Background: an optimization exercise with open tools, aiming at small area, a short achievable clock period and few clock cycles. Do not read the settings as production practice. At most, simulation tests tie the RTL to the original design; equivalence was not proved. Only the layout flow was run in runs 1 to 3; the RTL was not checked for function there. No activity file was given, so power comes from the tool's default toggle rates.

### run.sh
#!/bin/bash
# synth_recipe.tcl (not shown) runs the flow's synth.tcl, then flattens the netlist and writes it again
# the make line also repeats each setting of config.mk as NAME=value (left out here)
make -C /OpenROAD-flow-scripts/flow DESIGN_CONFIG=/design/flow/config.mk WORK_HOME=/design/flow/orfs CLKGATE_MAP_FILE= SYNTH_SCRIPT=/design/flow/synth_recipe.tcl finish
### config.mk
export PLATFORM = sky130hd
export DESIGN_NAME = cpu
export DESIGN_NICKNAME = cpu
export VERILOG_FILES = /design/flow/design.v
export SDC_FILE = /design/flow/constraint.sdc
export NUM_CORES = 4
export LEC_CHECK = 0
export CAP_MARGIN = 20
export CORE_MARGIN = 2
export CORE_UTILIZATION = 40
export SETUP_SLACK_MARGIN = 3.0
export SLEW_MARGIN = 20
### constraint.sdc
create_clock -name core_clock -period 6.0 [get_ports {clk}]
set_input_delay 1.2000 -clock core_clock [delete_from_list [all_inputs] [get_ports {clk}]]
set_output_delay 1.2000 -clock core_clock [all_outputs]
set_load 0.01 [all_outputs]
### design.v
module cpu(clk, reset, read_data, datapath_out, mem_cmd, mem_addr);
  input clk, reset;
  input [15:0] read_data;
  output [15:0] datapath_out;
  output reg [1:0] mem_cmd;
  output reg [8:0] mem_addr;
  reg [15:0] R [0:7];
  reg [15:0] ir;
  reg [15:0] A, B;
  reg [8:0]  ma;
  reg        irv;       
  reg        inflight;  
  reg        ldwb;      
  reg [2:0]  ld_rd;
  reg        halted;
  reg [8:0]  pc;        
  wire [2:0] opcode = ir[15:13];
  wire [1:0] op     = ir[12:11];
  wire [1:0] sh     = ir[4:3];
  wire exec   = irv & ~ldwb & ~halted;
  wire is_ldr = opcode == 3'b011;
  wire is_str = opcode == 3'b100;
  wire is_hlt = opcode == 3'b111;
  wire memop  = exec & (is_ldr | is_str);
  reg [15:0] sb;
  always_comb begin
    case (sh)
      2'b00: sb = B;
      2'b01: sb = {B[14:0], 1'b0};
      2'b10: sb = {1'b0, B[15:1]};
      default: sb = {B[15], B[15:1]};
    endcase
  end
  wire [15:0] sum;
  pfx_add #(16) add16 (.a(A), .b(sb), .s(sum));
  reg [15:0] res;
  reg        wr;
  always_comb begin
    res = 16'b0;
    wr  = 1'b0;
    if (opcode == 3'b110) begin
      if (op == 2'b10) begin
        res = {{8{ir[7]}}, ir[7:0]};
        wr = 1'b1;
      end else if (op == 2'b00) begin
        res = sb;
        wr = 1'b1;
      end
    end else if (opcode == 3'b101) begin
      case (op)
        2'b00: begin res = sum;    wr = 1'b1; end
        2'b10: begin res = A & sb; wr = 1'b1; end
        2'b11: begin res = ~sb;    wr = 1'b1; end
        default: ;
      endcase
    end
  end
  wire [2:0] wnum = (opcode == 3'b110 && op == 2'b10) ? ir[10:8] : ir[7:5];
  wire        we    = ldwb | (exec & wr);
  wire [2:0]  waddr = ldwb ? ld_rd : wnum;
  wire [15:0] wdata = ldwb ? read_data : res;
  always_ff @(posedge clk) begin
    if (we) R[waddr] <= wdata;
  end
  wire fetch = ~memop & ~halted & ~(pc[8] & (inflight | irv));
  assign datapath_out = B;
  always_comb begin
    if (memop) begin
      mem_cmd  = is_str ? 2'b10 : 2'b01;
      mem_addr = ma;
    end else begin
      mem_cmd  = fetch ? 2'b01 : 2'b00;
      mem_addr = pc;
    end
  end
  wire load = ~irv | exec;
  wire [15:0] dw = load ? read_data : ir;
  wire [2:0] sela = dw[10:8];
  wire [2:0] selb = (dw[14] | dw[13]) ? dw[2:0] : dw[7:5];  
  wire [8:0] imm5 = {{4{dw[4]}}, dw[4:0]};
  wire hita = we & (waddr == sela);
  wire hitb = we & (waddr == selb);
  wire [15:0] ra = R[sela];
  wire [15:0] rb = R[selb];
  wire [8:0] ma_r, ma_w;
  pfx_add #(9) addr_r (.a(ra[8:0]),    .b(imm5), .s(ma_r));
  pfx_add #(9) addr_w (.a(wdata[8:0]), .b(imm5), .s(ma_w));
  always_ff @(posedge clk) begin
    ir    <= dw;
    A     <= hita ? wdata : ra;
    B     <= hitb ? wdata : rb;
    ma    <= hita ? ma_w : ma_r;
    ld_rd <= wnum;
  end
  always_ff @(posedge clk) begin
    if (reset) begin
      pc       <= 9'd0;
      irv      <= 1'b0;
      inflight <= 1'b0;
      ldwb     <= 1'b0;
      halted   <= 1'b0;
    end else begin
      if (fetch) pc <= pc + 9'd1;
      inflight <= fetch;
      if (load) irv <= inflight;
      ldwb <= memop & is_ldr;
      if (exec & is_hlt) halted <= 1'b1;
    end
  end
endmodule
module pfx_add #(parameter W = 16) (a, b, s);
  input  [W-1:0] a, b;
  output [W-1:0] s;
  localparam L = $clog2(W);
  wire [W-1:0] g [0:L];
  wire [W-1:0] p [0:L];
  assign g[0] = a & b;
  assign p[0] = a ^ b;
  genvar k, i;
  generate
    for (k = 0; k < L; k = k + 1) begin : lvl
      for (i = 0; i < W; i = i + 1) begin : bit_
        if (i >= (1 << k)) begin : c
          assign g[k+1][i] = g[k][i] | (p[k][i] & g[k][i-(1<<k)]);
          assign p[k+1][i] = p[k][i] & p[k][i-(1<<k)];
        end else begin : n
          assign g[k+1][i] = g[k][i];
          assign p[k+1][i] = p[k][i];
        end
      end
    end
  endgenerate
  assign s = p[0] ^ {g[L][W-2:0], 1'b0};
endmodule
==> results of run 1 <==
## cell usage after synthesis (10+ instances only)
| library cell | count | area (µm²) |
|---|---|---|
| clkbuf_1 | 21 | 78.8 |
| nor2_1 | 49 | 184 |
| a21o_1 | 15 | 113 |
| xor2_1 | 10 | 87.6 |
| xnor2_1 | 17 | 149 |
| edfxtp_1 | 131 | 3930 |
| ha_1 | 33 | 413 |
| inv_1 | 33 | 124 |
| o21ai_0 | 39 | 195 |
| dfxtp_1 | 57 | 1140 |
| mux4_2 | 62 | 1400 |
| buf_2 | 12 | 60.1 |
| nand2_1 | 100 | 375 |
| mux2_2 | 40 | 450 |
| nor2b_1 | 13 | 81.3 |
| a21oi_1 | 56 | 280 |
| mux2i_1 | 30 | 300 |
## state kept, by name (all words and copies together) (netlist names), named ones only
register / flops
ld_rd: 3
ma: 9
inflight: 1
pc: 9
R: 128
ir: 16
irv: 1
halted: 1
A: 16
ldwb: 1
## worst min path at each step
stage | startpoint | endpoint | slack (ns) | cells past startpoint
after floorplan | inflight | irv | 0.42 | 2
after global placement | inflight | irv | 0.43 | 2
after detailed placement | inflight | irv | 0.44 | 2
after CTS | inflight | irv | 0.44 | 2
after global routing | inflight | irv | 0.49 | 2
final | inflight | irv | 0.45 | 2
## routing by layer
layer | part of all wire [%] | up-vias | GRT usage [%]
met5 | 0 | - | 0
met4 | 2.0 | 0 | 6.15
met3 | 6.8 | 38 | 4.61
met2 | 48 | 271 | 36.3
met1 | 43 | 4104 | 30.5
li1 | - | 3661 | -
## repair_timing
| item | 4_1_cts | 5_1_grt |
|---|---|---|
| setup buffers | 85 | 32 |
| pin swaps | 51 | 42 |
| cloned | 2 | 0 |
| gates resized for setup | 233 | 98 |
| endpoints found under the setup margin | 306 | 215 |
## kinds of logic (layout without fill, tap and decap cells)
| kind of cell | Yosys count | in the layout | share of synthesized area [%] |
|---|---|---|---|
| fa+ha+maj | 36 | 36 | 4.47 |
| buf+inv | 81 | 259 | 3.51 |
| flops | 188 | 188 | 48.0 |
| mux | 135 | 135 | 20.9 |
| compound gates | 186 | 186 | 11.3 |
| simple gates | 219 | 219 | 9.54 |
| xor+xnor | 27 | 27 | 2.24 |
## layout make-up
class	count	area [µm²]	share of cell area, %
Clock buffer	17	425	2.99
Sequential cell	188	5100	35.8
Tap cell	335	419	2.95
Timing Repair Buffer	192	1950	13.7
Clock inverter	15	188	1.32
Inverter	35	136	0.958
Multi-Input combinational cell	603	6020	42.3
## through the flow
stage          cells  area (µm²)
2_1_floorplan    872       10800
3_3_place_gp    1234       11700
3_5_place_dp    1234       11700
4_1_cts         1353       13600
5_1_grt         1385       14200
6_report        1385       14200
## critical path, delay by kind of cell, from the launching register on
kind            cells  cell delay [ns]
fa+ha+maj           2             0.60
flops               1             0.46
buf+inv             3             0.33
mux                 3             0.99
simple gates        4             0.36
compound gates      9             1.48
xor+xnor            1             0.12
## power by group through the flow
stage	Clock, µW	Combinational [µW]	Sequential [µW]
finish	1150	958	1470
global placement	0	673	1500
detailed placement	0	677	1500
global route	1230	1030	1480
floorplan	0	499	1480
CTS	1170	862	1470
==> impl_metrics.sql, run 1 <==
INSERT INTO impl_metrics (metric_group, metric, value, unit) VALUES
('final_layout', 'final_common_cell', 'edfxtp_1', ''),
('timing', 'finalWorstSetupSlack', '1.55', 'ns'),
('pwr', 'p_switching', '1090', 'µW'),
('global_routing', 'maximum_number_of_pins_on_one_net_before_global_route_repair', '37', ''),
('pwr', 'peakVddDrop', '0.000216', 'V'),
('job', 'max_cap_violation_count', '0', ''),
('timing', 'worstMarginPinSlew', '0.780', 'ns'),
('die', 'core-area', '26000', 'µm²'),
('worst_setup_path', 'slowest_stage_cell_cp', 'mux4_2', ''),
('synthesis', 'seq_area_frac_synth', '48.0', '%'),
('final_layout', 'layout_common_cells', '131 x edfxtp_1, 96 x nand2_1, 83 x buf_4, 65 x buf_6, 63 x mux4_2', ''),
('final_layout', 'fill_cells', '2106', ''),
('timing', 'report.final.hold_viol_count', '0', ''),
('worst_setup_path', 'cp.required', '6.31', 'ns'),
('final_layout', 'utilization', '54.8', '%'),
('synthesis', 'netlist-cell-type-count', '71', ''),
('pwr', 'power.density', '252', 'nW/µm²'),
('clocking', 'cts_buffers', '17', ''),
('synthesis', 'async_reset_ff_share', '0', '%'),
('synthesis', 'synth.cell_area', '10600', 'µm²'),
('worst_setup_path', 'timing.setup.critical_path_class', 'register to register', ''),
('worst_setup_path', 'critical_path.endpoint_type', 'register', ''),
('route', 'remaining_drc_errors', '0', ''),
('die', 'floorplan.initialDensity', '40.7', '%'),
('synthesis', 'synthesis.yosys.warnings', '3', ''),
('global_routing', 'number_of_global_route_vias_before_repair', '7944', ''),
('die', 'die_area', '27800', 'µm²'),
('die', 'rows', '59', ''),
('final_layout', 'layout.nets', '1091', ''),
('die', 'top_level_ports', '45', ''),
('synthesis', 'syn-instance-count', '872', ''),
('placed_design', 'detailedPlace.worstSlack', '0.879', 'ns'),
('route', 'drt-wirelength-per-cell', '22.5', 'µm'),
('placed_design', 'numPortBuffers', '44', ''),
('route', 'drt_wl_total', '31100', 'µm'),
('clocking', 'clockRootBuffer', 'clkbuf_16', ''),
('synthesis', 'mean_post_synth_cell_area', '12.1', 'µm²'),
('global_routing', 'grt_first_pass_wirelength', '47100', 'µm'),
('synthesis', 'postSynth.topFlopCell', 'edfxtp_1', ''),
('clocking', 'tritoncts_num_sinks', '188', ''),
('synthesis', 'synth-edff-count', '131', ''),
('timing', 'unrepaired_setup_endpoints_after_global_routing', 'true', ''),
('final_layout', 'n_antenna_cell', '0', ''),
('placed_design', 'post-dp-hpwl', '20100', 'µm'),
('worst_setup_path', 'regToRegSetupSlack', '1.55', 'ns'),
('pwr', 'swShare', '30.4', '%'),
('global_routing', 'grt.overflow.total', '0', ''),
('worst_setup_path', 'endpoint', 'ma[8]', ''),
('timing', 'worst_skew', '0.0170', 'ns'),
('placed_design', 'final_replace_weighted_congestion', '0.813', ''),
('synthesis', 'synth-seq-cells', '188', ''),
('route', '1st_iter_drt_viols', '611', ''),
('pwr', 'p_leak', '0.00546', 'µW'),
('worst_setup_path', 'cells_traversed_along_the_worst_timing_path', 'buf_12, mux4_2, mux2_4, mux2i_1, o21ai_2, ha_4, nor2b_4, o21a_1, nor2_1, xnor2_1, o31ai_1, o32a_1, o21ai_4, ha_4, inv_1, o21bai_2, a21oi_4, o21ai_2, buf_4, nor2_1, a31oi_1, nand4b_1', ''),
('route', 'first_pass_iters', '4', ''),
('timing', 'final_max_slew_viol_count', '0', ''),
('global_routing', 'grt_usage', '22.3', '%'),
('timing', 'maxClockFrequency', '225', 'MHz'),
('timing', 'worst_hold_slack', '0.449', 'ns'),
('global_routing', 'antenna_found_initial', '0', ''),
('clocking', 'tritoncts', 'built', ''),
('pwr', 'power_frac_seq', '41.1', '%'),
('route', 'vias', '8074', ''),
('pwr', 'cell_internal_pwr', '2500', 'µW'),
('clocking', 'longest_clk_path_bufs', '2', ''),
('worst_setup_path', 'worstPathArrival', '4.76', 'ns'),
('route', 'route.antenna.remaining_nets', '0', ''),
('outcome', 'run_status', 'timing/DRC/antenna clean', ''),
('worst_hold_path', 'worst_hold_path_type', 'register to register', ''),
('pwr', 'comb_power_share', '26.7', '%'),
('die', 'chipWidth', '167', 'µm');
==> run 2, diff against run 1 <==
--- a/design.v
+++ b/design.v
@@ -16,2 +16,4 @@
   reg [8:0]  pc;        
+  reg [8:0]  pcm;       
+  reg        mab;       
   wire [2:0] opcode = ir[15:13];
@@ -19,5 +21,5 @@
   wire [1:0] sh     = ir[4:3];
-  wire exec   = irv & ~ldwb & ~halted;
   wire is_ldr = opcode == 3'b011;
   wire is_str = opcode == 3'b100;
+  wire exec   = irv & ~ldwb & ~halted & ~(mab & (is_ldr | is_str));
   wire is_hlt = opcode == 3'b111;
@@ -64,3 +66,5 @@
   end
-  wire fetch = ~memop & ~halted & ~(pc[8] & (inflight | irv));
+  wire load = ~irv | exec;
+  wire refetch = inflight & ~load & ~halted;
+  wire fetch = ~memop & ~halted & ~refetch & ~(pc[8] & (inflight | irv));
   assign datapath_out = B;
@@ -71,7 +75,6 @@
     end else begin
-      mem_cmd  = fetch ? 2'b01 : 2'b00;
-      mem_addr = pc;
+      mem_cmd  = (fetch | refetch) ? 2'b01 : 2'b00;
+      mem_addr = refetch ? pcm : pc;
     end
   end
-  wire load = ~irv | exec;
   wire [15:0] dw = load ? read_data : ir;
@@ -81,2 +84,4 @@
   wire hita = we & (waddr == sela);
+  wire hitxa = exec & wr & (wnum == sela);
+  wire hitla = ldwb & (ld_rd == sela);
   wire hitb = we & (waddr == selb);
@@ -86,3 +91,3 @@
   pfx_add #(9) addr_r (.a(ra[8:0]),    .b(imm5), .s(ma_r));
-  pfx_add #(9) addr_w (.a(wdata[8:0]), .b(imm5), .s(ma_w));
+  pfx_add #(9) addr_w (.a(read_data[8:0]), .b(imm5), .s(ma_w));
   always_ff @(posedge clk) begin
@@ -91,3 +96,4 @@
     B     <= hitb ? wdata : rb;
-    ma    <= hita ? ma_w : ma_r;
+    ma    <= hitla ? ma_w : ma_r;
+    mab   <= hitxa;
     ld_rd <= wnum;
@@ -102,4 +108,7 @@
     end else begin
-      if (fetch) pc <= pc + 9'd1;
-      inflight <= fetch;
+      if (fetch) begin
+        pc  <= pc + 9'd1;
+        pcm <= pc;
+      end
+      inflight <= fetch | refetch;
       if (load) irv <= inflight;
--- a/config.mk
+++ b/config.mk
@@ -10,3 +10,3 @@
 export CORE_UTILIZATION = 40
-export SETUP_SLACK_MARGIN = 3.0
+export SETUP_SLACK_MARGIN = 2.5
 export SLEW_MARGIN = 20
==> run 2 against run 1 <==
  * Synthesized area grew 6.7%
  * Largest cell class unchanged
  * Largest power group unchanged
  * Synthesized cell count grew 18%
  * Sequential cell count grew 10
==> impl_metrics.sql, run 2 <==
INSERT INTO impl_metrics (metric_group, metric, value, unit) VALUES
('timing', 'worst_skew', '0.0127', 'ns'),
('final_layout', 'final_layout_size_suffix_gt1_share', '34.8', '%'),
('clocking', 'worstSkewPairLatency', '0.44', 'ns'),
('synthesis', 'synth-edff-count', '140', ''),
('route', 'avgViaCountPerCell', '5.78', ''),
('pwr', 'total_power', '3780', 'µW'),
('route', 'drt-wirelength-per-cell', '22.2', 'µm'),
('route', 'vias', '8965', ''),
('timing', 'final_max_slew_viol_count', '0', ''),
('timing', 'worstMarginPinSlew', '1.19', 'ns'),
('final_layout', 'layout.nets', '1215', ''),
('clocking', 'clockRootBuffer', 'clkbuf_16', ''),
('pwr', 'power.density', '257', 'nW/µm²'),
('synthesis', 'synth.top_cells.by_area', 'edfxtp_1 37%, dfxtp_1 10%, mux4_2 6.4%', ''),
('die', 'rows', '61', ''),
('final_layout', 'fill_cells', '2389', ''),
('worst_setup_path', 'worstPathArrival', '4.34', 'ns'),
('worst_setup_path', 'critical_path.max_fanout', '7', ''),
('worst_setup_path', 'kind_of_cell_with_the_highest_combined_delay_on_the_critical_path', 'compound AO/OA/AOI/OAI gates', ''),
('worst_setup_path', 'category_of_the_worst_setup_path_launch_point', 'register', ''),
('clocking', 'path_clk_slew', '0.08', 'ns'),
('global_routing', 'maximum_number_of_pins_on_one_net_before_global_route_repair', '38', ''),
('placed_design', 'numPortBuffers', '44', ''),
('pwr', 'power_frac_clock', '30.2', '%'),
('clocking', 'cts_htree_levels', '4', ''),
('worst_setup_path', 'path_buf_inv', '5', ''),
('synthesis', 'synth.cell_area', '11300', 'µm²'),
('worst_setup_path', 'slowest_stage_cell_cp', 'mux4_2', ''),
('route', 'route.antenna.remaining_nets', '0', ''),
('die', 'die_area', '29600', 'µm²'),
('worst_setup_path', 'cells_traversed_along_the_worst_timing_path', 'buf_12, mux4_2, mux2i_4, inv_2, o21ai_2, o21a_1, inv_2, ha_4, a211oi_4, o211ai_1, a41oi_2, buf_6, buf_6, a211o_1, a21oi_4, o32a_4, a21o_1', ''),
('worst_setup_path', 'timing.setup.critical_path_class', 'register to register', ''),
('synthesis', 'synth.cells.most_frequent', '140 x edfxtp_1, 139 x nand2_1, 64 x o21ai_0, 58 x dfxtp_1, 58 x mux2i_1', ''),
('die', 'top_level_ports', '45', ''),
('synthesis', 'async_reset_ff_share', '0', '%'),
('placed_design', 'place_area', '12300', 'µm²'),
('die', 'core-area', '27800', 'µm²'),
('placed_design', 'final_replace_weighted_congestion', '0.909', ''),
('synthesis', 'yosys.area.top_type_share', '37.2', '%'),
('clocking', 'longest_clk_path_bufs', '2', ''),
('worst_hold_path', 'hold_path.startpoint', 'pc[5]', ''),
('synthesis', 'synth.largest_area_cell', 'edfxtp_1', ''),
('synthesis', 'postSynth.topFlopCell', 'edfxtp_1', ''),
('route', 'remaining_drc_errors', '0', ''),
('pwr', 'power_frac_seq', '41.6', '%'),
('clocking', 'tritoncts_num_sinks', '198', ''),
('synthesis', 'mean_post_synth_cell_area', '11.0', 'µm²'),
('synthesis', 'synthesis.yosys.warnings', '3', ''),
('final_layout', 'registers.top_by_ff_count', 'R', ''),
('final_layout', 'final_common_cell', 'edfxtp_1', ''),
('clocking', 'cts_buffers', '17', ''),
('pwr', 'p_switching', '1170', 'µW'),
('pwr', 'comb_power_share', '28.2', '%'),
('timing', 'maxClockFrequency', '249', 'MHz'),
('clocking', 'postCtsHoldBufs', '0', ''),
('final_layout', 'layout_common_cells', '140 x edfxtp_1, 133 x nand2_1, 71 x buf_4, 52 x dfxtp_1, 48 x nand3_1', ''),
('global_routing', 'grt.overflow.total', '0', ''),
('timing', 'min_tclk_post_route', '4.02', 'ns'),
('route', '1st_iter_drt_viols', '766', ''),
('timing', 'worst_hold_slack', '0.517', 'ns'),
('placed_design', 'post-dp-hpwl', '21800', 'µm'),
('global_routing', 'number_of_global_route_vias_before_repair', '8419', ''),
('outcome', 'run_status', 'timing/DRC/antenna clean', ''),
('worst_hold_path', 'worst_hold_path_type', 'register to register', ''),
('timing', 'fin_tns_setup', '0', 'ns'),
('die', 'chipWidth', '172', 'µm'),
('synthesis', 'synth-seq-cells', '198', ''),
('pwr', 'cell_internal_pwr', '2610', 'µW'),
('global_routing', 'antenna_found_initial', '1', ''),
('clocking', 'tritoncts', 'built', ''),
('synthesis', 'syn-instance-count', '1025', ''),
('final_layout', 'final_cell_area', '14700', 'µm²'),
('final_layout', 'flip_flop_count_of_the_largest_register_all_copies_and_words_added', '128', ''),
('die', 'die_height', '172', 'µm'),
('pwr', 'peakVddDrop', '0.000207', 'V'),
('final_layout', 'layout_top_registers', 'R: 128 flops, A: 16 flops, ir: 16 flops', ''),
('timing', 'report.final.hold_viol_count', '0', ''),
('worst_setup_path', 'critical_path.endpoint_type', 'register', ''),
('timing', 'maxSlewHeadroom', '20.7', '%'),
('job', 'max_cap_violation_count', '0', ''),
('pwr', 'swShare', '30.9', '%'),
('final_layout', 'synthToLayoutAreaGrowth', '30.1', '%'),
('global_routing', 'grt_usage', '22.8', '%'),
('global_routing', 'grt_first_pass_wirelength', '50400', 'µm'),
('worst_setup_path', 'worst_path_largest_cell_delay', '0.53', 'ns'),
('synthesis', 'seq_area_frac_synth', '47.5', '%'),
('worst_setup_path', 'cp.required', '6.32', 'ns'),
('timing', 'unrepaired_setup_endpoints_after_global_routing', 'true', ''),
('synthesis', 'netlist-cell-type-count', '68', ''),
('route', 'drt_wl_total', '34400', 'µm'),
('synthesis', 'synth_fp_nets', '1082', ''),
('timing', 'final.period_utilization', '67.0', '%'),
('pwr', 'p_leak', '0.00561', 'µW'),
('route', 'first_pass_iters', '5', ''),
('die', 'floorplan.initialDensity', '40.6', '%'),
('timing', 'setup_violations', '0', ''),
('synthesis', 'synth.most_common_cell', 'edfxtp_1', '');
[run 2: kinds of logic after synthesis]
family	synth area share, %
flops	47.5
simple gates	12.4
xor+xnor	3.26
fa+ha+maj	4.52
buf+inv	3.06
compound gates	12.0
mux	17.2
[run 2: timing repair]
item | CTS | global route
gates cloned | 5 | 3
buffers inserted | 51 | 38
resized for setup | 188 | 140
endpoints found under the setup margin | 172 | 161
pin swaps | 35 | 63
[run 2: path summary, 6_finish.rpt]
kind | endpoint | slack [ns] | cells past startpoint
worst max-delay path | A[13] | 1.98 | 17
worst min-delay path | pcm[5] | 0.52 | 0
worst max register to register | A[13] | 1.98 | 17
worst min register to register | pcm[5] | 0.52 | 0
[run 2: layout make-up]
cell class | count | area, µm² | area share (%)
tap | 378 | 473 | 3.22
clock inverter | 14 | 151 | 1.03
multi-input combinational | 747 | 6450 | 44.0
timing repair buffer | 167 | 1670 | 11.4
clock buffer | 18 | 429 | 2.92
antenna | 1 | 2.50 | 0.0170
inverter | 27 | 123 | 0.835
sequential | 198 | 5380 | 36.6
[run 2: power by group through the flow]
stage	Sequential (µW)	Clock [µW]	Combinational, µW
6_report	1570	1140	1070
2_1_floorplan	1570	0	550
3_5_place_dp	1600	0	731
3_3_place_gp	1600	0	727
5_1_grt	1580	1210	1140
4_1_cts	1570	1150	874
[run 2: stage by stage]
step	setup WS (ns)	utilization [%]	instances
floorplan	1.86	-	1025
global placement	1.10	44.4	1420
detailed placement	0.968	44.4	1420
CTS	2.08	49.7	1508
global route	1.83	52.8	1549
finish	1.98	52.9	1550
[run 2: routing by layer]
layer | GRT usage, % | routed length (µm)
met5 | 0 | 0
met2 | 37.6 | 16400
met1 | 30.4 | 14600
met4 | 7.60 | 942
met3 | 4.33 | 2400
[run 2: worst reg2reg max path: cells and delay by family (launching register included)]
kind / cells / cell delay [ns]
AO/OA/AOI/OAI: 9 / 1.91
multiplexers: 2 / 0.76
buffers and inverters: 5 / 0.55
flip-flops: 1 / 0.42
adder cells (fa/ha/maj): 1 / 0.24
==> run 3, diff against run 2 <==
--- a/config.mk
+++ b/config.mk
@@ -10,3 +10,2 @@
 export CORE_UTILIZATION = 40
-export SETUP_SLACK_MARGIN = 2.5
 export SLEW_MARGIN = 20
==> run 3 against run 2 <==
  * Still clean on timing, DRC and antenna
  * Maximum frequency is 22% lower
  * Via count is 7.4% lower
  * Clock-buffer cell count is 1 lower
  * Hold slack got worse by 0.029 ns
  * Critical path type unchanged
==> impl_metrics.sql, run 3 <==
INSERT INTO impl_metrics (metric_group, metric, value, unit) VALUES
('outcome', 'run_status', 'timing/DRC/antenna clean', ''),
('worst_setup_path', 'slowest_stage_cell_cp', 'mux2i_2', ''),
('worst_setup_path', 'path_depth', '18', ''),
('clocking', 'clockRootBuffer', 'clkbuf_16', ''),
('timing', 'final_max_slew_viol_count', '0', ''),
('worst_setup_path', 'cp.required', '6.32', 'ns'),
('final_layout', 'layout_common_cells', '140 x edfxtp_1, 139 x nand2_1, 64 x o21ai_0, 57 x dfxtp_1, 57 x mux2i_1', ''),
('final_layout', 'registers.top_by_ff_count', 'R', ''),
('final_layout', 'fill_cells', '2599', ''),
('timing', 'min_tclk_post_route', '5.15', 'ns'),
('worst_setup_path', 'cells_traversed_along_the_worst_timing_path', 'and4bb_1, o31ai_4, mux2i_2, inv_2, nand3_1, nand2_1, o21ai_0, ha_1, inv_1, fa_1, inv_1, a21oi_1, o21bai_1, nand3_1, a31oi_1, or3b_2, mux2i_1, a2111oi_0', ''),
('synthesis', 'synth_fp_nets', '1082', ''),
('worst_setup_path', 'worstPathArrival', '5.47', 'ns'),
('clocking', 'cts-resized-gates', '0', ''),
('pwr', 'p_leak', '0.00481', 'µW'),
('route', 'drt_wl_total', '31200', 'µm'),
('clocking', 'tritoncts', 'built', ''),
('timing', 'maxSlewHeadroom', '36.1', '%'),
('clocking', 'longest_clk_path_bufs', '2', ''),
('timing', 'maxClockFrequency', '194', 'MHz'),
('worst_hold_path', 'number_of_cells_on_the_worst_hold_path', '2', ''),
('die', 'die_height', '172', 'µm'),
('worst_setup_path', 'worst_setup_path_startpoint', 'ir[13]', ''),
('synthesis', 'yosys.area.top_type_share', '37.2', '%'),
('clocking', 'path_clk_slew', '0.07', 'ns'),
('global_routing', 'grt.overflow.total', '0', ''),
('synthesis', 'syn-instance-count', '1025', ''),
('final_layout', 'multi_input_area', '5630', 'µm²'),
('route', 'first_pass_iters', '5', ''),
('timing', 'worstMarginPinSlew', '0.953', 'ns'),
('die', 'rows', '61', ''),
('final_layout', 'final_layout_size_suffix_gt1_share', '16.1', '%'),
('route', 'remaining_drc_errors', '0', ''),
('final_layout', 'layout_top_registers', 'R: 128 flops, A: 16 flops, ir: 16 flops', ''),
('worst_hold_path', 'worst_hold_path_type', 'register to register', ''),
('timing', 'setup_violations', '0', ''),
('pwr', 'peakVddDrop', '0.000206', 'V'),
('synthesis', 'synth.most_common_cell', 'edfxtp_1', ''),
('synthesis', 'seq_area_frac_synth', '47.5', '%'),
('worst_setup_path', 'critical_path.max_fanout', '23', ''),
('placed_design', 'detailedPlace.worstSlack', '0.661', 'ns'),
('global_routing', 'grt_first_pass_wirelength', '47400', 'µm'),
('placed_design', 'numPortBuffers', '44', ''),
('worst_setup_path', 'critical_path.endpoint_type', 'register', ''),
('final_layout', 'synthToLayoutAreaGrowth', '13.6', '%'),
('timing', 'worst_skew', '0.0178', 'ns'),
('final_layout', 'flip_flop_count_of_the_largest_register_all_copies_and_words_added', '128', ''),
('final_layout', 'layout.nets', '1118', ''),
('clocking', 'cts_buffers', '17', ''),
('clocking', 'post_cts_buffers', '0', ''),
('route', 'route.antenna.remaining_nets', '0', ''),
('job', 'max_cap_violation_count', '0', ''),
('route', 'avgViaCountPerCell', '5.72', ''),
('pwr', 'power.density', '268', 'nW/µm²'),
('timing', 'fin_tns_setup', '0', 'ns'),
('die', 'top_level_ports', '45', ''),
('synthesis', 'synth-edff-count', '140', ''),
('global_routing', 'number_of_global_route_vias_before_repair', '7990', ''),
('synthesis', 'synthesis.yosys.warnings', '3', ''),
('worst_setup_path', 'timing.setup.critical_path_class', 'register to register', ''),
('final_layout', 'final_cell_count_no_fill', '1452', ''),
('die', 'chipWidth', '172', 'µm'),
('placed_design', 'placed_cells_incl_taps', '1420', ''),
('clocking', 'cts_htree_levels', '4', ''),
('worst_hold_path', 'hold_path.startpoint', 'inflight', ''),
('global_routing', 'antenna_found_initial', '0', ''),
('global_routing', 'grt_usage', '21.6', '%'),
('route', 'vias', '8302', ''),
('final_layout', 'final-seq-area', '5370', 'µm²'),
('die', 'core-area', '27800', 'µm²'),
('clocking', 'worstSkewPairLatency', '0.46', 'ns'),
('final_layout', 'n_antenna_cell', '0', ''),
('global_routing', 'maximum_number_of_pins_on_one_net_before_global_route_repair', '46', ''),
('final_layout', 'final_cell_area', '12800', 'µm²'),
('timing', 'report.final.hold_viol_count', '0', ''),
('synthesis', 'netlist-cell-type-count', '68', ''),
('clocking', 'postCtsHoldBufs', '0', ''),
('placed_design', 'place_area', '12200', 'µm²'),
('die', 'die_area', '29600', 'µm²'),
('synthesis', 'synth.largest_area_cell', 'edfxtp_1', ''),
('clocking', 'tritoncts_num_sinks', '198', ''),
('die', 'floorplan.initialDensity', '40.6', '%'),
('worst_setup_path', 'r2r_start', 'ir[13]', ''),
('timing', 'finalWorstSetupSlack', '0.845', 'ns'),
('route', '1st_iter_drt_viols', '686', ''),
('synthesis', 'synth-seq-cells', '198', ''),
('final_layout', 'final_common_cell', 'edfxtp_1', ''),
('synthesis', 'synth.top_cells.by_area', 'edfxtp_1 37%, dfxtp_1 10%, mux4_2 6.4%', ''),
('timing', 'unrepaired_setup_endpoints_after_global_routing', 'false', ''),
('synthesis', 'postSynth.topFlopCell', 'edfxtp_1', ''),
('worst_setup_path', 'kind_of_cell_with_the_highest_combined_delay_on_the_critical_path', 'compound AO/OA/AOI/OAI gates', ''),
('synthesis', 'mean_post_synth_cell_area', '11.0', 'µm²'),
('route', 'drt-wirelength-per-cell', '21.5', 'µm'),
('worst_setup_path', 'worst_path_largest_cell_delay', '0.60', 'ns'),
('timing', 'final.period_utilization', '85.9', '%'),
('worst_setup_path', 'number_of_cell_instances_on_the_worst_register_to_register_path', '18', ''),
('synthesis', 'synth.cell_area', '11300', 'µm²'),
('placed_design', 'final_replace_weighted_congestion', '0.923', ''),
('synthesis', 'async_reset_ff_share', '0', '%'),
('worst_setup_path', 'category_of_the_worst_setup_path_launch_point', 'register', ''),
('worst_setup_path', 'path_buf_inv', '3', ''),
('synthesis', 'synth.cells.most_frequent', '140 x edfxtp_1, 139 x nand2_1, 64 x o21ai_0, 58 x dfxtp_1, 58 x mux2i_1', ''),
('placed_design', 'post-dp-hpwl', '21500', 'µm');
==> run 3: layer usage <==
metal | up-vias | global-route usage (%) | wire length (µm)
li1 | 3902 | - | -
met1 | 4033 | 29.7 | 14100
met2 | 306 | 34.8 | 14400
met3 | 61 | 3.27 | 1710
met4 | 0 | 8.00 | 1000
met5 | - | 0 | 0
==> run 3: power by group <==
group | internal, µW | switching [µW] | total, µW
combinational | 312 | 399 | 711
clock | 564 | 594 | 1160
sequential | 1520 | 44.2 | 1570
==> run 3: cells by family after synthesis <==
| family | after synthesis | share of synthesized area, % |
|---|---|---|
| flops | 198 | 47.5 |
| simple gates | 307 | 12.4 |
| buf+inv | 83 | 3.06 |
| compound gates | 210 | 12.0 |
| fa+ha+maj | 39 | 4.52 |
| mux | 146 | 17.2 |
| xor+xnor | 42 | 3.26 |
==> run 3: through the flow <==
stage | total power, µW | utilization (%) | hold WS, ns
2_1_floorplan | 2080 | - | 0.451
6_report | 3440 | 46.2 | 0.488
3_5_place_dp | 2300 | 44.0 | 0.483
5_1_grt | 3580 | 46.2 | 0.530
3_3_place_gp | 2290 | 44.0 | 0.474
4_1_cts | 3450 | 46.2 | 0.496
==> run 3: worst reg2reg max path: stages, from the launching register on <==
cell and delay, ns:
dfxtp_1 0.59, and4bb_1 0.31, o31ai_4 0.50, mux2i_2 0.61, inv_2 0.37, nand3_1 0.18, nand2_1 0.05, o21ai_0 0.32
ha_1 0.24, inv_1 0.06, fa_1 0.42, inv_1 0.07, a21oi_1 0.06, o21bai_1 0.19, nand3_1 0.12, a31oi_1 0.26
or3b_2 0.47, mux2i_1 0.13, a2111oi_0 0.08
==> run 3: area by class of cell <==
class	instances	share of cell area, %
clock inverters	15	1.35
multi-input cells	744	43.9
flip-flops and latches	198	41.8
repair buffers	73	5.13
clock buffers	17	3.32
well taps	378	3.69
inverters	27	0.790
==> run 3: path summary, 6_finish.rpt <==
| check | slack [ns] | endpoint |
|---|---|---|
| setup reg to reg | 0.85 | ma[8] |
| hold / removal | 0.49 | irv |
| hold reg to reg | 0.49 | irv |
| setup / recovery | 0.85 | ma[8] |
==> run 4, diff against run 3 <==
--- a/design.v
+++ b/design.v
@@ -122,3 +122,3 @@
   output [W-1:0] s;
-  localparam L = $clog2(W);
+  parameter L = 4;  
   wire [W-1:0] g [0:L];
--- a/config.mk
+++ b/config.mk
@@ -10,2 +10,3 @@
 export CORE_UTILIZATION = 40
+export SETUP_SLACK_MARGIN = 2.5
 export SLEW_MARGIN = 20
==> run 4 against run 3 <==
  * Combinational power rose by about 50%
  * Setup slack improved by 1.1 ns
  * Highest routed layer unchanged
  * Cell count rose by 6.7%
  * Largest cell class unchanged
  * Via count rose by 8.0%
  * Clock power barely moved
  * Largest power group unchanged
  * Still clean
  * Die area did not move
==> impl_metrics.sql, run 4 <==
INSERT INTO impl_metrics (metric_group, metric, value, unit) VALUES
('outcome', 'run_status', 'timing/DRC/antenna clean', ''),
('pwr', 'power.density', '257', 'nW/µm²'),
('global_routing', 'antenna_found_initial', '1', ''),
('synthesis', 'synth-edff-count', '140', ''),
('timing', 'worst_skew', '0.0127', 'ns'),
('placed_design', 'final_replace_weighted_congestion', '0.909', ''),
('global_routing', 'grt_usage', '22.8', '%'),
('clocking', 'worstSkewPairLatency', '0.44', 'ns'),
('route', 'dr_wl_met2', '16400', 'µm'),
('final_layout', 'fill_cells', '2389', ''),
('worst_setup_path', 'category_of_the_worst_setup_path_launch_point', 'register', ''),
('route', 'met3_length', '2400', 'µm'),
('worst_setup_path', 'critical_path.max_fanout', '7', ''),
('worst_hold_path', 'number_of_cells_on_the_worst_hold_path', '0', ''),
('synthesis', 'syn-instance-count', '1025', ''),
('worst_setup_path', 'worstPathArrival', '4.34', 'ns'),
('final_layout', 'flip_flop_count_of_the_largest_register_all_copies_and_words_added', '128', ''),
('route', 'detail_route.wirelength.met1', '14600', 'µm'),
('placed_design', 'numPortBuffers', '44', ''),
('synthesis', 'netlist-cell-type-count', '68', ''),
('timing', 'min_tclk_post_route', '4.02', 'ns'),
('worst_setup_path', 'number_of_cell_instances_on_the_worst_register_to_register_path', '17', ''),
('synthesis', 'seq_area_frac_synth', '47.5', '%'),
('route', 'route.antenna.remaining_nets', '0', ''),
('die', 'floorplan.initialDensity', '40.6', '%'),
('final_layout', 'final_layout_size_suffix_gt1_share', '34.8', '%'),
('clocking', 'longest_clk_path_bufs', '2', ''),
('synthesis', 'synth.cell_area', '11300', 'µm²'),
('global_routing', 'maximum_number_of_pins_on_one_net_before_global_route_repair', '38', ''),
('pwr', 'peakVddDrop', '0.000207', 'V'),
('placed_design', 'post-dp-hpwl', '21800', 'µm'),
('die', 'top_level_ports', '45', ''),
('job', 'max_cap_violation_count', '0', ''),
('worst_setup_path', 'timing.setup.critical_path_class', 'register to register', ''),
('route', 'route.top_layer_used', 'met4', ''),
('final_layout', 'registers.top_by_ff_count', 'R', ''),
('final_layout', 'synthToLayoutAreaGrowth', '30.1', '%'),
('route', 'first_pass_iters', '5', ''),
('die', 'rows', '61', ''),
('synthesis', 'synth.top_cells.by_area', 'edfxtp_1 37%, dfxtp_1 10%, mux4_2 6.4%', ''),
('worst_setup_path', 'cp.required', '6.32', 'ns'),
('final_layout', 'final_common_cell', 'edfxtp_1', ''),
('final_layout', 'layout.nets', '1215', ''),
('worst_hold_path', 'worst_hold_path_type', 'register to register', ''),
('synthesis', 'postSynth.topFlopCell', 'edfxtp_1', ''),
('clocking', 'path_clk_slew', '0.08', 'ns'),
('timing', 'maxClockFrequency', '249', 'MHz'),
('synthesis', 'synth.largest_area_cell', 'edfxtp_1', ''),
('route', 'remaining_drc_errors', '0', ''),
('route', 'vias', '8965', ''),
('synthesis', 'mean_post_synth_cell_area', '11.0', 'µm²'),
('timing', 'worstMarginPinSlew', '1.19', 'ns'),
('worst_setup_path', 'slowest_stage_cell_cp', 'mux4_2', ''),
('final_layout', 'final-seq-area', '5380', 'µm²'),
('final_layout', 'multi_input_area', '6450', 'µm²'),
('clocking', 'cts_htree_levels', '4', ''),
('worst_setup_path', 'critical_path.endpoint_type', 'register', ''),
('final_layout', 'final_cell_area', '14700', 'µm²'),
('timing', 'maxSlewHeadroom', '20.7', '%'),
('timing', 'final_max_slew_viol_count', '0', ''),
('timing', 'final.period_utilization', '67.0', '%'),
('clocking', 'tritoncts_num_sinks', '198', ''),
('synthesis', 'synth.most_common_cell', 'edfxtp_1', ''),
('timing', 'unrepaired_setup_endpoints_after_global_routing', 'true', ''),
('synthesis', 'async_reset_ff_share', '0', '%'),
('synthesis', 'synth-seq-cells', '198', ''),
('synthesis', 'synthesis.yosys.warnings', '3', ''),
('timing', 'setup_violations', '0', ''),
('clocking', 'postCtsHoldBufs', '0', ''),
('final_layout', 'layout_top_registers', 'R: 128 flops, A: 16 flops, ir: 16 flops', ''),
('route', 'drt_wl_total', '34400', 'µm'),
('worst_setup_path', 'worst_path_largest_cell_delay', '0.53', 'ns'),
('placed_design', 'place_area', '12300', 'µm²'),
('timing', 'report.final.hold_viol_count', '0', ''),
('clocking', 'tritoncts', 'built', ''),
('die', 'die_area', '29600', 'µm²'),
('clocking', 'clockRootBuffer', 'clkbuf_16', ''),
('die', 'core-area', '27800', 'µm²'),
('die', 'die_height', '172', 'µm'),
('clocking', 'cts_buffers', '17', ''),
('global_routing', 'number_of_global_route_vias_before_repair', '8419', ''),
('route', 'avgViaCountPerCell', '5.78', ''),
('route', '1st_iter_drt_viols', '766', ''),
('die', 'chipWidth', '172', 'µm'),
('global_routing', 'grt.overflow.total', '0', ''),
('synthesis', 'synth_fp_nets', '1082', ''),
('global_routing', 'grt_first_pass_wirelength', '50400', 'µm'),
('worst_setup_path', 'cells_traversed_along_the_worst_timing_path', 'buf_12, mux4_2, mux2i_4, inv_2, o21ai_2, o21a_1, inv_2, ha_4, a211oi_4, o211ai_1, a41oi_2, buf_6, buf_6, a211o_1, a21oi_4, o32a_4, a21o_1', ''),
('timing', 'fin_tns_setup', '0', 'ns'),
('pwr', 'p_leak', '0.00561', 'µW'),
('final_layout', 'layout_common_cells', '140 x edfxtp_1, 133 x nand2_1, 71 x buf_4, 52 x dfxtp_1, 48 x nand3_1', ''),
('synthesis', 'synth.cells.most_frequent', '140 x edfxtp_1, 139 x nand2_1, 64 x o21ai_0, 58 x dfxtp_1, 58 x mux2i_1', ''),
('synthesis', 'yosys.area.top_type_share', '37.2', '%'),
('route', 'drt-wirelength-per-cell', '22.2', 'µm');
==> run 4: metrics by stage <==
stage / util, % / hold slack (ns) / std cells / power, µW / setup slack [ns]
CTS: 49.7 / 0.506 / 1508 / 3590 / 2.08
finish: 52.9 / 0.517 / 1550 / 3780 / 1.98
global route: 52.8 / 0.534 / 1549 / 3930 / 1.83
floorplan: - / 0.451 / 1025 / 2120 / 1.86
global placement: 44.4 / 0.486 / 1420 / 2330 / 1.10
detailed placement: 44.4 / 0.475 / 1420 / 2330 / 0.968
==> run 4: cell type report <==
class	instances	share of cell area, %
inverter	27	0.835
timing repair buffer	167	11.4
multi-input combinational	747	44.0
tap	378	3.22
clock buffer	18	2.92
sequential	198	36.6
clock inverter	14	1.03
antenna	1	0.0170
==> run 4: critical path: cells and delay by family (launching register included) <==
kind,cells,cell delay [ns]
AO/OA/AOI/OAI,9,1.91
adder cells (fa/ha/maj),1,0.24
buffers and inverters,5,0.55
flip-flops,1,0.42
multiplexers,2,0.76
==> run 4: repair_timing <==
action	CTS	global route
gates cloned	5	3
pin swaps	35	63
gates resized for setup	188	140
buffers inserted	51	38
setup endpoints to repair	172	161
==> run 4: worst paths after layout <==
| kind | from | to | slack [ns] |
|---|---|---|---|
| worst max-delay path | register | A[13] | 1.98 |
| worst min-delay path | pc[5] | pcm[5] | 0.52 |
| worst max register to register | register | A[13] | 1.98 |
| worst min register to register | pc[5] | pcm[5] | 0.52 |
==> run 4: report_power, final <==
part	switching (µW)	internal, µW	total [µW]	leakage, µW
combinational	539	527	1070	0.00353
clock	582	559	1140	0.000281
sequential	46.8	1520	1570	0.00180
total	1170	2610	3780	0.00561
==> run 4: kinds of logic (layout without fill, tap and decap cells) <==
| kind of cell | after synthesis | in the layout | share of synthesized area [%] |
|---|---|---|---|
| flip-flops | 198 | 198 | 47.5 |
| XOR/XNOR | 42 | 42 | 3.26 |
| other | 0 | 1 | 0 |
| AND/OR/NAND/NOR | 307 | 308 | 12.4 |
| adder cells (fa/ha/maj) | 39 | 39 | 4.52 |
| multiplexers | 146 | 146 | 17.2 |
| AO/OA/AOI/OAI | 210 | 212 | 12.0 |
| buffers and inverters | 83 | 226 | 3.06 |
==> run 4: routing by layer <==
layer	global-route usage, %	vias up
li1	-	4118
met1	30.4	4459
met2	37.6	328
met3	4.33	60
met4	7.60	0
met5	0	-
Testbench counts of run 4, summed over its fixed seeds: cycles 9,868.

==> separate check: timing with driven ports <==
No port has a modelled driver above. Below, the same layouts with a new extraction and two added sets of constraints. Step 1 (the two cells are an assumption about what drives the block):
set clk [get_ports {clk}]
set_driving_cell -lib_cell sky130_fd_sc_hd__clkbuf_16 $clk
set_driving_cell -lib_cell sky130_fd_sc_hd__buf_2 [delete_from_list [all_inputs] $clk]
Step 2, shift: input delay + t, output delay - t, t = (earliest + latest rising clock arrival at the registers) / 2. This alone moves slack from input paths to output paths. a / b / c = ideal / step 1 / step 2; a / b = the first two.
run | t (ns) | setup WS [ns] | clock arrival spread, ns | worst data-port slew with drivers (ns)
run 1 | 0.487 | 1.549 / 1.549 / 1.544 | 0.017 / 0.017 | 0.04
run 2 | 0.486 | 1.981 / 1.981 / 1.579 | 0.013 / 0.013 | 0.08
run 3 | 0.499 | 0.845 / 0.845 / 0.556 | 0.018 / 0.017 | 0.06
run 4 | 0.486 | 1.981 / 1.981 / 1.579 | 0.013 / 0.013 | 0.08
After both steps setup and hold are still met in every run listed.
